What follows belongs to an exercise in optimizing a design on an open flow for small area; a production flow would make more cautious choices.
The RTL was checked by simulation tests, not by an equivalence proof against the original design.
Power is estimated from default activity; no workload was simulated.

// mips_single_cycle
module mips_single_cycle (rst, clk, inst_adr, inst, data_adr, data_in, data_out, mem_read, mem_write);
For scale: about 3000 cells after synthesis, roughly 1000 flip-flops, ~160 I/O pins, ~0.046 mm² of cells after synthesis.
clock: 10.0 ns
lec_check: 0
cap_margin: 5
cell_pad_in_sites_detail_placement: 1
core_margin: 2
core_utilization: 45
place_density: 0.5
setup_slack_margin: 0.0
slew_margin: 5
synth_hierarchical: 1
standard.sh (not shown) runs the stock make flow with config.mk's settings and CLKGATE_MAP_FILE= SYNTH_SCRIPT=/design/flow/synth_recipe.tcl, a recipe that flattens the netlist after the stock synthesis.
==> flow/flow/run.sh <==
#!/bin/bash
set -euo pipefail
export BUFFER_PORTS_ARGS="-buffer_cell sky130_fd_sc_hd__buf_1"
export CTS_ARGS="-sink_clustering_enable -repair_clock_nets -dont_use_dummy_load -buf_list {sky130_fd_sc_hd__clkbuf_16} -sink_clustering_size 28 -sink_clustering_max_diameter 100 -root_buf sky130_fd_sc_hd__clkbuf_8 -tree_buf sky130_fd_sc_hd__clkbuf_8"
export FASTROUTE_TCL="$(pwd)/flow/fastroute.tcl"
bash standard.sh > standard.log 2>&1
==> flow/flow/fastroute.tcl <==
# Global routing layers: reserve more of met1/met2 for pin access so that
# the global router moves long wires up to met3/met4.
set_global_routing_layer_adjustment met1 0.6
set_global_routing_layer_adjustment met2 0.4
set_global_routing_layer_adjustment met3 0.2
set_global_routing_layer_adjustment met4 0.2
set_global_routing_layer_adjustment met5 0.2
set_routing_layers -clock met3-met5
set_routing_layers -signal met1-met5
Then changed:
==> flow/flow/run.sh (replaced) <==
#!/bin/bash
set -euo pipefail
export BUFFER_PORTS_ARGS="-buffer_cell sky130_fd_sc_hd__buf_2"
export CTS_ARGS="-sink_clustering_enable -repair_clock_nets -dont_use_dummy_load -buf_list {sky130_fd_sc_hd__clkbuf_16} -sink_clustering_size 24 -sink_clustering_max_diameter 100"
export FASTROUTE_TCL="$(pwd)/flow/fastroute.tcl"
bash standard.sh > standard.log 2>&1
Outcome:
- The new run finished clean
- cell count hardly moves
- die area stays the same
- maximum frequency grows by 1.5%
- setup slack improves by 150 ps
- routed wire length barely changes
- global-route usage barely changes
- critical path depth does not change
Then changed:
==> flow/flow/run.sh (replaced) <==
#!/bin/bash
set -euo pipefail
export BUFFER_PORTS_ARGS="-buffer_cell sky130_fd_sc_hd__buf_1"
export CTS_ARGS="-sink_clustering_enable -repair_clock_nets -dont_use_dummy_load -buf_list {sky130_fd_sc_hd__clkbuf_16} -sink_clustering_size 26 -sink_clustering_max_diameter 100 -root_buf sky130_fd_sc_hd__clkbuf_8 -tree_buf sky130_fd_sc_hd__clkbuf_8"
export FASTROUTE_TCL="$(pwd)/flow/fastroute.tcl"
bash standard.sh > standard.log 2>&1
=>
- first-iteration DRC count is higher by 1.8%
- setup slack is worse by 230 ps
- power is lower by 1.3%
- register-to-register slack improved by 120 ps
- utilization came out lower by 0.19 points
- global-route usage grows by 0.10 points
Then changed:
==> flow/flow/run.sh (replaced) <==
#!/bin/bash
set -euo pipefail
export BUFFER_PORTS_ARGS="-buffer_cell sky130_fd_sc_hd__buf_1"
export CTS_ARGS="-sink_clustering_enable -repair_clock_nets -dont_use_dummy_load -buf_list {sky130_fd_sc_hd__clkbuf_16} -sink_clustering_size 24 -sink_clustering_max_diameter 100"
export FASTROUTE_TCL="$(pwd)/flow/fastroute.tcl"
bash standard.sh > standard.log 2>&1
Utilization stays flat.
Cell count stays flat.
Power climbs slightly.
Design area barely changes.

* * *

Setup of build 60:
The RTL this note starts from:
==> flow/design.v <==
module adder_32b (a, b, ci, y, co, p, g);
  input  [31:0] a, b;
  input  ci;
  output [31:0] y;
  output co;
  output [31:0] p, g;
  assign p = a ^ b;
  wire [31:0] g0 = {a[31:1] & b[31:1], (a[0] & b[0]) | (p[0] & ci)};
  assign g = g0;
  wire [31:0] G [0:5];
  wire [31:0] P [0:5];
  assign G[0] = g0;
  assign P[0] = p;
  genvar l, i;
  generate
    for (l = 1; l <= 5; l = l + 1) begin : up
      for (i = 0; i < 32; i = i + 1) begin : n
        if (((i + 1) % (1 << l)) == 0) begin : c
          assign G[l][i] = G[l-1][i] | (P[l-1][i] & G[l-1][i - (1 << (l-1))]);
          assign P[l][i] = P[l-1][i] & P[l-1][i - (1 << (l-1))];
        end else begin : t
          assign G[l][i] = G[l-1][i];
          assign P[l][i] = P[l-1][i];
        end
      end
    end
  endgenerate
  wire [31:0] C;
  generate
    for (i = 0; i < 32; i = i + 1) begin : d
      if (((i + 1) & i) == 0) begin : full
        assign C[i] = G[5][i];
      end else begin : part
        localparam integer J = (i + 1) & ~i;
        localparam integer L = (J == 1) ? 0 : (J == 2) ? 1 : (J == 4) ? 2 : (J == 8) ? 3 : 4;
        assign C[i] = G[L][i] | (P[L][i] & C[i - J]);
      end
    end
  endgenerate
  assign y = p ^ {C[30:0], ci};
  assign co = C[31];
endmodule
module alu (a, b, sub, logic_op, do_or, do_slt, y_n, sum, eq);
  input  [31:0] a, b;
  input  sub, logic_op, do_or, do_slt;
  output [31:0] y_n, sum;    
  output eq;
  wire [31:0] bx = b ^ {32{sub}};
  wire [31:0] p, g;
  wire co;
  adder_32b ADD (.a(a), .b(bx), .ci(sub), .y(sum), .co(co), .p(p), .g(g));
  assign eq = &p;
  wire c_or  = logic_op & do_or;
  wire c_sum = ~logic_op & ~do_slt;
  wire t0_n;
  genvar i;
  generate
    for (i = 1; i < 32; i = i + 1) begin : r
      aoi3 R (logic_op, g[i], c_or, p[i], c_sum, sum[i], y_n[i]);
    end
  endgenerate
  aoi3 R0 (logic_op, g[0], c_or, p[0], c_sum, sum[0], t0_n);
  assign y_n[0] = t0_n & ~(do_slt & ~co);
endmodule
module aoi3 (a0, b0, a1, b1, a2, b2, y);
  input a0, b0, a1, b1, a2, b2;
  output y;
  assign y = ~((a0 & b0) | (a1 & b1) | (a2 & b2));
endmodule
module nand11 (x, y);
  input [10:0] x;
  output y;
  assign y = ~&x;
endmodule
module rd_bit (d, s, y);
  input  [30:0] d, s;
  output y;
  wire [10:0] t;
  genvar k;
  generate
    for (k = 0; k < 10; k = k + 1) begin : a
      aoi3 A (d[3*k], s[3*k], d[3*k+1], s[3*k+1], d[3*k+2], s[3*k+2], t[k]);
    end
  endgenerate
  assign t[10] = ~(d[30] & s[30]);
  nand11 N (t, y);
endmodule
module reg_file (clk, rst, we, wr_reg, wr_data, rd_reg1, rd_reg2, rd_data1, rd_data2);
  input clk, rst, we;
  input [4:0] wr_reg, rd_reg1, rd_reg2;
  input [31:0] wr_data;
  output [31:0] rd_data1, rd_data2;
  reg  [31:0] rf [1:31];
  wire [30:0] s1, s2;
  wire [30:0] col [0:31];
  genvar i, j;
  generate
    for (i = 1; i < 32; i = i + 1) begin : g
      wire wen = rst | (we & (wr_reg == i));
      always @(posedge clk)
        if (wen) rf[i] <= wr_data;
      assign s1[i-1] = (rd_reg1 == i);
      assign s2[i-1] = (rd_reg2 == i);
      for (j = 0; j < 32; j = j + 1) begin : c
        assign col[j][i-1] = rf[i][j];
      end
    end
    for (j = 0; j < 32; j = j + 1) begin : b
      rd_bit P1 (.d(col[j]), .s(s1), .y(rd_data1[j]));
      rd_bit P2 (.d(col[j]), .s(s2), .y(rd_data2[j]));
    end
  endgenerate
endmodule
module shl2 (pc, imm, pc4, btgt);
  input  [31:0] pc;
  input  [15:0] imm;
  output [31:0] pc4, btgt;
  wire [15:0] lo = pc[17:2];
  wire [13:0] hi = pc[31:18];
  wire [13:0] hi_inc = hi + 14'd1;
  wire [13:0] hi_dec = hi - 14'd1;
  wire [15:0] lo_inc = lo + 16'd1;
  wire lo_all = &lo;
  assign pc4 = {lo_all ? hi_inc : hi, lo_inc, pc[1:0]};
  wire [16:0] c;
  wire [15:0] blo;
  assign c[0] = 1'b1;
  genvar i;
  generate
    for (i = 0; i < 16; i = i + 1) begin : r
      assign blo[i] = lo[i] ^ imm[i] ^ c[i];
      assign c[i+1] = (lo[i] & imm[i]) | (lo[i] & c[i]) | (imm[i] & c[i]);
    end
  endgenerate
  wire s = imm[15];
  wire [13:0] bhi = (s == c[16]) ? hi : (c[16] ? hi_inc : hi_dec);
  assign btgt = {bhi, blo, pc[1:0]};
endmodule
module mips_single_cycle (rst, clk, inst_adr, inst, data_adr, data_in, data_out, mem_read, mem_write);
  input rst, clk;
  output [31:0] inst_adr;
  input  [31:0] inst;
  output [31:0] data_adr;
  input  [31:0] data_in;
  output [31:0] data_out;
  output mem_read, mem_write;
  wire [5:0] op = inst[31:26];
  wire [5:0] fn = inst[5:0];
  wire [4:0] rs = inst[25:21];
  wire [4:0] rt = inst[20:16];
  wire [4:0] rd = inst[15:11];
  wire [31:0] se = {{16{inst[15]}}, inst[15:0]};
  wire is_r    = (op == 6'b000000);
  wire is_lw   = (op == 6'b100011);
  wire is_sw   = (op == 6'b101011);
  wire is_beq  = (op == 6'b000100);
  wire is_addi = (op == 6'b001001);
  wire is_slti = (op == 6'b001010);
  wire is_j    = (op == 6'b000010);
  wire is_jal  = (op == 6'b000011);
  wire is_jr   = (op == 6'b000110);
  wire f_add = (fn == 6'b100000);
  wire f_sub = (fn == 6'b100011);
  wire f_or  = (fn == 6'b100101);
  wire f_slt = (fn == 6'b101010);
  wire do_sub   = is_beq | is_slti | (is_r & (f_sub | f_slt));
  wire do_slt   = is_slti | (is_r & f_slt);
  wire logic_op = is_r & ~(f_add | f_sub | f_slt);
  wire do_or    = f_or;
  wire alu_src  = ~(is_r | is_beq);
  reg  [31:0] pc;
  wire [31:0] a, b_reg;
  wire [31:0] alu_y_n, sum;
  wire eq;
  alu ALU (.a(a), .b(alu_src ? se : b_reg), .sub(do_sub), .logic_op(logic_op),
           .do_or(do_or), .do_slt(do_slt), .y_n(alu_y_n), .sum(sum), .eq(eq));
  wire [31:0] pc4, btgt;
  shl2 NPC (.pc(pc), .imm(inst[15:0]), .pc4(pc4), .btgt(btgt));
  always @(posedge clk)
    if (rst) pc <= 32'd0;
    else if (is_j) pc <= {pc4[31:28], inst[25:0], 2'b00};
    else if (is_jal | is_jr) pc <= se;
    else if (is_beq & eq) pc <= btgt;
    else pc <= pc4;
  wire reg_write = is_r | is_lw | is_addi | is_slti | is_jal;
  wire [4:0] wr_reg = is_jal ? 5'd31 : is_r ? rd : rt;
  wire [31:0] wr_data = rst ? 32'd0 : is_jal ? pc4 : is_lw ? data_in : ~alu_y_n;
  reg_file RF (.clk(clk), .rst(rst), .we(reg_write), .wr_reg(wr_reg), .wr_data(wr_data),
               .rd_reg1(rs), .rd_reg2(rt), .rd_data1(a), .rd_data2(b_reg));
  assign inst_adr  = pc;
  assign data_adr  = sum;
  assign data_out  = b_reg;
  assign mem_read  = is_lw;
  assign mem_write = is_sw;
endmodule
clock: 10.0 ns
lec_check: 0
cap_margin: 20
cell_pad_in_sites_detail_placement: 1
core_margin: 2
core_utilization: 45
place_density: 0.5
setup_slack_margin: 0.0
slew_margin: 20
synth_hierarchical: 1
==> flow/flow/run.sh <==
#!/bin/bash
set -euo pipefail
export BUFFER_PORTS_ARGS="-buffer_cell sky130_fd_sc_hd__buf_2"
export CTS_ARGS="-sink_clustering_enable -repair_clock_nets -dont_use_dummy_load -buf_list {sky130_fd_sc_hd__clkbuf_16} -sink_clustering_size 18 -sink_clustering_max_diameter 60"
export FASTROUTE_TCL="$(pwd)/flow/fastroute.tcl"
bash standard.sh > standard.log 2>&1
Scripts as last shown in full above: flow/flow/fastroute.tcl
### build 60 -> build 11
==> flow/flow/run.sh <==
#!/bin/bash
set -euo pipefail
export BUFFER_PORTS_ARGS="-buffer_cell sky130_fd_sc_hd__buf_2"
export CTS_ARGS="-sink_clustering_enable -repair_clock_nets -dont_use_dummy_load -buf_list {sky130_fd_sc_hd__clkbuf_16} -sink_clustering_size 24 -sink_clustering_max_diameter 100"
export FASTROUTE_TCL="$(pwd)/flow/fastroute.tcl"
bash standard.sh > standard.log 2>&1
--- a/flow/config.mk
+++ b/flow/config.mk
@@ -6,5 +6,5 @@
 export NUM_CORES = 4
 export LEC_CHECK = 0
-export CAP_MARGIN = 20
+export CAP_MARGIN = 5
 export CELL_PAD_IN_SITES_DETAIL_PLACEMENT = 1
 export CORE_MARGIN = 2
@@ -12,4 +12,4 @@
 export PLACE_DENSITY = 0.5
 export SETUP_SLACK_MARGIN = 0.0
-export SLEW_MARGIN = 20
+export SLEW_MARGIN = 5
 export SYNTH_HIERARCHICAL = 1
### Flow results
Compared with build 60, net switching power figure in build 11 decreased by a few percent.
Sort build 60 and build 11 by clock share of power desc -> top: build 60
[compare] base=build 60 new=build 11: total number of cells along the worst setup path went up by 2; total detailed-routing wirelength saw a decrease.
Compared with build 60, build 11 shows maximum ir drop on the vdd rail that has gone up by a few percent.
#### Input delta (build 50 over build 11)
==> flow/flow/run.sh <==
#!/bin/bash
set -euo pipefail
export BUFFER_PORTS_ARGS="-buffer_cell sky130_fd_sc_hd__buf_2"
export CTS_ARGS="-sink_clustering_enable -repair_clock_nets -dont_use_dummy_load"
export FASTROUTE_TCL="$(pwd)/flow/fastroute.tcl"
bash standard.sh > standard.log 2>&1
--- a/flow/config.mk
+++ b/flow/config.mk
@@ -6,5 +6,5 @@
 export NUM_CORES = 4
 export LEC_CHECK = 0
-export CAP_MARGIN = 5
+export CAP_MARGIN = 20
 export CELL_PAD_IN_SITES_DETAIL_PLACEMENT = 1
 export CORE_MARGIN = 2
@@ -12,4 +12,4 @@
 export PLACE_DENSITY = 0.5
 export SETUP_SLACK_MARGIN = 0.0
-export SLEW_MARGIN = 5
+export SLEW_MARGIN = 20
 export SYNTH_HIERARCHICAL = 1
Results
Against build 11, build 50 reports a total power that is higher.
Compared with build 11, build 50 shows a higher wire length.
Build 50 vs. build 11: first-iteration DRC count +2.5%, worst hold slack ~0 delta, post-placement worst setup slack +0.022 ns, clock-buffer cell count +about 110%.
Per the comparison of build 50 with build 11, power attributed to the clock group went up; routed via count went up; final standard cell utilization of the core went up.
Met1 global-route usage (build 50 over build 11): increase, 0.92 points

-- what the ideal ports hide --
In the flow no input, the clock included, has a driving cell. The finished layouts below were timed again as built, in two steps.
Step 1 (the two cells are an assumption about what drives the block):
set clk [get_ports {clk}]
set_driving_cell -lib_cell sky130_fd_sc_hd__clkbuf_16 $clk
set_driving_cell -lib_cell sky130_fd_sc_hd__buf_2 [delete_from_list [all_inputs] $clk]
Step 2 moves the port delays by t, midway between the first and last clock arrival at a register: inputs arrive t later, outputs are due t later. That takes back most of the time a late clock gives input paths.
Three values: ideal, step 1, step 2; two values: the first two.
run	t, ns	setup WS [ns]	worst setup path at the end	slew at the worst register clock pin (ns)
the first run of note 1	0.876	0.215 / 0.186 / -0.184	input to register	0.11 / 0.11
the second run of note 1	0.738	0.364 / 0.340 / -0.196	input to register	0.11 / 0.11
the third run of note 1	0.914	0.132 / 0.104 / -0.186	input to register	0.11 / 0.11
the fourth run of note 1	0.752	0.214 / 0.187 / -0.167	input to register	0.10 / 0.10
build 60	0.749	0.206 / 0.185 / -0.066	input to register	0.08 / 0.08
build 11	0.742	0.258 / 0.236 / -0.054	input to register	0.10 / 0.10
build 50	0.763	0.284 / 0.256 / 0.006	input to register	0.06 / 0.06
With both steps, setup timing fails in 6 of these runs, where it was met with ideal ports. The setup slack of the second run of note 1, which loses most, moves by -0.024 ns with the drivers and by -0.560 ns with both steps.
